Background: an optimization exercise with open tools, aiming at small area. Do not read the settings as production practice. The RTL was checked by simulation tests, not by an equivalence proof against the original design. Power figures rest on the tool's default switching activity, not on a simulated workload.

==> 05-25: inputs <==
## cpu_top
module cpu_top(input clk,
    input rst,
    output imem_req,
    output [15:0]imem_addr,
    input imem_ready,
    input [63:0]imem_data,
    output dmem_req,
    output [15:0]dmem_addr,
    input dmem_ready,
    input [63:0]dmem_data,
    output halted,
    output [255:0]regs_out);
Settings: LEC_CHECK=0, CAP_MARGIN=10, CORE_MARGIN=2, CORE_UTILIZATION=45, CTS_CLUSTER_DIAMETER=100, CTS_CLUSTER_SIZE=24, PLACE_DENSITY=0.55, SLEW_MARGIN=10, SYNTH_HIERARCHICAL=1; clock period 20.0 ns.
run.sh (not shown) runs the stock make flow with config.mk's settings and CLKGATE_MAP_FILE= SYNTH_SCRIPT=/design/flow/synth_recipe.tcl, a recipe that flattens the netlist after the stock synthesis.
==> inputs of 11-12, as changes to 05-25 <==
--- a/flow/design.v
+++ b/flow/design.v
@@ -1,8 +1,14 @@
+module aoi222(input a1, input b1, input a2, input b2, input a3, input b3, output y);
+    assign y = !((a1 && b1) || (a2 && b2) || (a3 && b3));
+endmodule
+module aoi22(input a1, input b1, input a2, input b2, output y);
+    assign y = !((a1 && b1) || (a2 && b2));
+endmodule
 module orlmatch #(parameter N = 99) (
     input [N*16-1:0]entries,
     input [N-1:0]valid,
     input allValid,
     input [15:0]addr,
     output hit);
     reg h;
     integer k;
@@ -13,24 +19,41 @@
         end
         if(!allValid && addr == 16'hFFFF) h = 1'b1;
     end
     assign hit = h;
 endmodule
 module aoread #(parameter N = 2, parameter W = 1) (
     input [N-1:0]sel,
     input [N*W-1:0]data,
-    output reg [W-1:0]out);
-    integer k;
-    always @(*) begin
-        out = {W{1'b0}};
-        for(k = 0; k < N; k = k + 1) begin
-            out = out | ({W{sel[k]}} & data[k*W +: W]);
+    output [W-1:0]out);
+    localparam G3 = N / 3;           
+    localparam R = N - 3 * G3;       
+    localparam G = G3 + (R > 0 ? 1 : 0);
+    wire [G*W-1:0]n;   
+    genvar g, b;
+    generate
+        for(b = 0; b < W; b = b + 1) begin : bits
+            for(g = 0; g < G3; g = g + 1) begin : grp
+                aoi222 u(.a1(sel[3*g]), .b1(data[(3*g)*W+b]),
+                         .a2(sel[3*g+1]), .b2(data[(3*g+1)*W+b]),
+                         .a3(sel[3*g+2]), .b3(data[(3*g+2)*W+b]),
+                         .y(n[b*G+g]));
+            end
+            if(R == 2) begin : rest2
+                aoi22 u(.a1(sel[3*G3]), .b1(data[(3*G3)*W+b]),
+                        .a2(sel[3*G3+1]), .b2(data[(3*G3+1)*W+b]),
+                        .y(n[b*G+G3]));
+            end
+            if(R == 1) begin : rest1
+                assign n[b*G+G3] = !(sel[3*G3] && data[(3*G3)*W+b]);
+            end
+            assign out[b] = !(&n[b*G +: G]);
         end
-    end
+    endgenerate
 endmodule
 module cpu_top(input clk,
     input rst,
     output imem_req,
     output [15:0]imem_addr,
     input imem_ready,
     input [63:0]imem_data,
     output dmem_req,
@@ -151,19 +174,21 @@
             stallFetch <= 0;
         end
         end
     end
     reg [9:0]iTag0[15:0];
     reg [9:0]iTag1[15:0];
     reg [59:0]iDat0[15:0];
     reg [59:0]iDat1[15:0];
-    reg [15:0]iV0;
-    reg [15:0]iV1;
-    reg [15:0]iLRU;
+    reg [15:0]iA;
+    reg [15:0]iB;
+    wire [15:0]iV0 = iA | iB;
+    wire [15:0]iV1 = iA;
+    wire [15:0]iLRU = iA & iB;
     wire [3:0]index = pc[5:2];
     wire [9:0]iTag = pc[15:6];
     wire [1:0]blockIndex = pc[1:0];
     wire [15:0]iSetOH = 16'b1 << index;
     wire [3:0]iWordOH = 4'b1 << blockIndex;
     reg [159:0]iTagData;
     always @(*) begin
         for(k = 0; k < 16; k = k + 1) begin
@@ -179,50 +204,49 @@
     wire [9:0]rdTag0, rdTag1;
     aoread #(.N(16), .W(10)) iTagRd0(.sel(iSetOH), .data(iTagData), .out(rdTag0));
     aoread #(.N(16), .W(10)) iTagRd1(.sel(iSetOH), .data(iTagData1), .out(rdTag1));
     wire value1V = |(iSetOH & iV0);
     wire value2V = |(iSetOH & iV1);
     wire icachev1Hit = value1V && (rdTag0 == iTag);
     wire icachev2Hit = value2V && (rdTag1 == iTag);
     wire icacheHit = icachev1Hit || icachev2Hit;
-    reg [127:0]iWordSel;
-    reg [1919:0]iWordData;
+    reg [63:0]iWordSel;
+    reg [959:0]iWordData0, iWordData1;
     always @(*) begin
         for(k = 0; k < 16; k = k + 1) begin
             for(w = 0; w < 4; w = w + 1) begin
-                iWordSel[k*4+w] = iSetOH[k] && iWordOH[w] && icachev1Hit;
-                iWordSel[64+k*4+w] = iSetOH[k] && iWordOH[w] && icachev2Hit && !icachev1Hit;
-                iWordData[(k*4+w)*15 +: 15] = iDat0[k][59-15*w -: 15];
-                iWordData[(64+k*4+w)*15 +: 15] = iDat1[k][59-15*w -: 15];
+                iWordSel[k*4+w] = iSetOH[k] && iWordOH[w];
+                iWordData0[(k*4+w)*15 +: 15] = iDat0[k][59-15*w -: 15];
+                iWordData1[(k*4+w)*15 +: 15] = iDat1[k][59-15*w -: 15];
             end
         end
     end
-    wire [14:0]iHitWord;
-    aoread #(.N(128), .W(15)) iWordRd(.sel(iWordSel), .data(iWordData), .out(iHitWord));
+    wire [14:0]iWord0, iWord1;
+    aoread #(.N(64), .W(15)) iWordRd0(.sel(iWordSel), .data(iWordData0), .out(iWord0));
+    aoread #(.N(64), .W(15)) iWordRd1(.sel(iWordSel), .data(iWordData1), .out(iWord1));
+    wire [14:0]iHitWord = icachev1Hit ? iWord0 : iWord1;
     wire [59:0]iDataC = {cw(imem_data[63:48]), cw(imem_data[47:32]), cw(imem_data[31:16]), cw(imem_data[15:0])};
     assign imemOut = icacheHit ? iHitWord :
                      (blockIndex == 3) ? iDataC[14:0] :
                      (blockIndex == 2) ? iDataC[29:15] :
                      (blockIndex == 1) ? iDataC[44:30] :
                      iDataC[59:45];
     assign imem_req = !icacheHit && iRead;
     assign imem_addr = pc;
     assign imemReady = icacheHit || imem_ready;
     wire iFillW0 = !value1V || (value2V && |(iSetOH & iLRU));
     always @(posedge clk) begin
         if(rst) begin
-            iV0 <= 16'b0;
-            iV1 <= 16'b0;
-            iLRU <= 16'b0;
+            iA <= 16'b0;
+            iB <= 16'b0;
         end
         else if(imem_ready) begin
-            if(iFillW0) iV0[index] <= 1'b1;
-            else iV1[index] <= 1'b1;
-            iLRU[index] <= !iFillW0;
+            iA[index] <= value1V;
+            iB[index] <= !iFillW0 || !value1V;
         end
     end
     always @(posedge clk) begin
         if(!rst && imem_ready) begin
             if(iFillW0) begin
                 iTag0[index] <= iTag;
                 iDat0[index] <= iDataC;
             end
@@ -292,30 +316,31 @@
     wire [9:0]rdDTag0, rdDTag1;
     aoread #(.N(16), .W(10)) dTagRd0(.sel(dSetOH), .data(dTagData0), .out(rdDTag0));
     aoread #(.N(16), .W(10)) dTagRd1(.sel(dSetOH), .data(dTagData1), .out(rdDTag1));
     wire dvalue1V = |(dSetOH & dV0);
     wire dvalue2V = |(dSetOH & dV1);
     wire dcachev1Hit = dvalue1V && (rdDTag0 == dTag);
     wire dcachev2Hit = dvalue2V && (rdDTag1 == dTag);
     wire dcacheHit = dcachev1Hit || dcachev2Hit;
-    reg [127:0]dWordSel;
-    reg [2047:0]dWordData;
+    reg [63:0]dWordSel;
+    reg [1023:0]dWordData0, dWordData1;
     always @(*) begin
         for(k = 0; k < 16; k = k + 1) begin
             for(w = 0; w < 4; w = w + 1) begin
-                dWordSel[k*4+w] = dSetOH[k] && dWordOH[w] && dcachev1Hit;
-                dWordSel[64+k*4+w] = dSetOH[k] && dWordOH[w] && dcachev2Hit && !dcachev1Hit;
-                dWordData[(k*4+w)*16 +: 16] = dDat0[k][63-16*w -: 16];
-                dWordData[(64+k*4+w)*16 +: 16] = dDat1[k][63-16*w -: 16];
+                dWordSel[k*4+w] = dSetOH[k] && dWordOH[w];
+                dWordData0[(k*4+w)*16 +: 16] = dDat0[k][63-16*w -: 16];
+                dWordData1[(k*4+w)*16 +: 16] = dDat1[k][63-16*w -: 16];
             end
         end
     end
-    wire [15:0]dHitWord;
-    aoread #(.N(128), .W(16)) dWordRd(.sel(dWordSel), .data(dWordData), .out(dHitWord));
+    wire [15:0]dWord0, dWord1;
+    aoread #(.N(64), .W(16)) dWordRd0(.sel(dWordSel), .data(dWordData0), .out(dWord0));
+    aoread #(.N(64), .W(16)) dWordRd1(.sel(dWordSel), .data(dWordData1), .out(dWord1));
+    wire [15:0]dHitWord = dcachev1Hit ? dWord0 : dWord1;
     wire dataComplete = (dmem_ready && orlOutput == daddr);
     assign dmemReady = (dcacheHit && memAccess) || dataComplete;
     assign dmemOut = dcacheHit ? dHitWord :
                      (dBlockIndex == 3) ? dmem_data[15:0] :
                      (dBlockIndex == 2) ? dmem_data[31:16] :
                      (dBlockIndex == 1) ? dmem_data[47:32] :
                      dmem_data[63:48];
     wire submitMemRequest = memRequest && !orlCheck;
==> flow/flow/run.sh (new file) <==
#!/bin/bash
set -euo pipefail
export BUFFER_PORTS_ARGS="-buffer_cell sky130_fd_sc_hd__buf_1"
export CTS_ARGS="-sink_clustering_enable -repair_clock_nets -sink_clustering_size 25 -sink_clustering_max_diameter 100 -dont_use_dummy_load"
bash standard.sh > standard.log 2>&1
==> flow/standard.sh (new file) <==
#!/bin/bash
# synth_recipe.tcl (not shown) runs the flow's synth.tcl, then flattens the netlist and writes it again
# the make line also repeats each setting of config.mk as NAME=value (left out here)
make -C /OpenROAD-flow-scripts/flow DESIGN_CONFIG=/design/flow/config.mk WORK_HOME=/design/flow/orfs CLKGATE_MAP_FILE= SYNTH_SCRIPT=/design/flow/synth_recipe.tcl "${@:-finish}"
- CTS_CLUSTER_SIZE: 24 -> 25
removed: flow/run.sh
==> inputs of 12-05, as changes to 05-25 <==
--- a/flow/design.v
+++ b/flow/design.v
@@ -151,19 +151,21 @@
             stallFetch <= 0;
         end
         end
     end
     reg [9:0]iTag0[15:0];
     reg [9:0]iTag1[15:0];
     reg [59:0]iDat0[15:0];
     reg [59:0]iDat1[15:0];
-    reg [15:0]iV0;
-    reg [15:0]iV1;
-    reg [15:0]iLRU;
+    reg [15:0]iA;
+    reg [15:0]iB;
+    wire [15:0]iV0 = iA | iB;
+    wire [15:0]iV1 = iA;
+    wire [15:0]iLRU = iA & iB;
     wire [3:0]index = pc[5:2];
     wire [9:0]iTag = pc[15:6];
     wire [1:0]blockIndex = pc[1:0];
     wire [15:0]iSetOH = 16'b1 << index;
     wire [3:0]iWordOH = 4'b1 << blockIndex;
     reg [159:0]iTagData;
     always @(*) begin
         for(k = 0; k < 16; k = k + 1) begin
@@ -205,24 +207,22 @@
                      (blockIndex == 1) ? iDataC[44:30] :
                      iDataC[59:45];
     assign imem_req = !icacheHit && iRead;
     assign imem_addr = pc;
     assign imemReady = icacheHit || imem_ready;
     wire iFillW0 = !value1V || (value2V && |(iSetOH & iLRU));
     always @(posedge clk) begin
         if(rst) begin
-            iV0 <= 16'b0;
-            iV1 <= 16'b0;
-            iLRU <= 16'b0;
+            iA <= 16'b0;
+            iB <= 16'b0;
         end
         else if(imem_ready) begin
-            if(iFillW0) iV0[index] <= 1'b1;
-            else iV1[index] <= 1'b1;
-            iLRU[index] <= !iFillW0;
+            iA[index] <= value1V;
+            iB[index] <= !iFillW0 || !value1V;
         end
     end
     always @(posedge clk) begin
         if(!rst && imem_ready) begin
             if(iFillW0) begin
                 iTag0[index] <= iTag;
                 iDat0[index] <= iDataC;
             end
==> flow/flow/run.sh (new file) <==
#!/bin/bash
set -euo pipefail
export BUFFER_PORTS_ARGS="-buffer_cell sky130_fd_sc_hd__buf_1"
export CTS_ARGS="-sink_clustering_enable -repair_clock_nets -sink_clustering_size 22 -sink_clustering_max_diameter 100 -dont_use_dummy_load"
bash standard.sh > standard.log 2>&1
==> flow/standard.sh (new file) <==
#!/bin/bash
# synth_recipe.tcl (not shown) runs the flow's synth.tcl, then flattens the netlist and writes it again
# the make line also repeats each setting of config.mk as NAME=value (left out here)
make -C /OpenROAD-flow-scripts/flow DESIGN_CONFIG=/design/flow/config.mk WORK_HOME=/design/flow/orfs CLKGATE_MAP_FILE= SYNTH_SCRIPT=/design/flow/synth_recipe.tcl "${@:-finish}"
- CTS_CLUSTER_SIZE: 24 -> 22
removed: flow/run.sh
==> comparison <==
- Against 11-12, the register-to-register slack of 12-05 is higher by 0.63 ns.
- The highest global-route usage belongs to 05-25, the lowest to 11-12.
- Count of clock-buffer cells in the layout: 11-12 is lower than 12-05 (42).
- Final area: 11-12 < 12-05 < 05-25.
- Between 05-25 and 12-05, the lower clock power is in 12-05 (gap 2.5%, measured against 12-05).

## afterwards: timing with drivers on the ports
Ports are ideal in the flow. The routed layouts listed here were re-timed in OpenROAD. Step 1 sets driving cells, clkbuf_16 on the clock port and buf_2 on the other inputs (assumed; they add their load-dependent delay and slew). Step 2 moves the port delays by t, midway between the first and last clock arrival at a register: inputs arrive t later, outputs are due t later. That takes back most of the time a late clock gives input paths. Slacks: ideal ports / drivers / drivers and shift; pairs: ideal ports / drivers.
run	t (ns)	setup slack, ns	worst setup path at the end	clock arrival spread, ns	cell pins on the clock port's net
05-25	1.235	2.533 / 2.533 / 2.533	register to register	0.116 / 0.116	1
11-12	1.201	1.904 / 1.904 / 1.904	register to register	0.171 / 0.172	1
12-05	1.224	2.536 / 2.536 / 2.536	register to register	0.135 / 0.135	1
After both steps setup and hold are still met in every run listed.
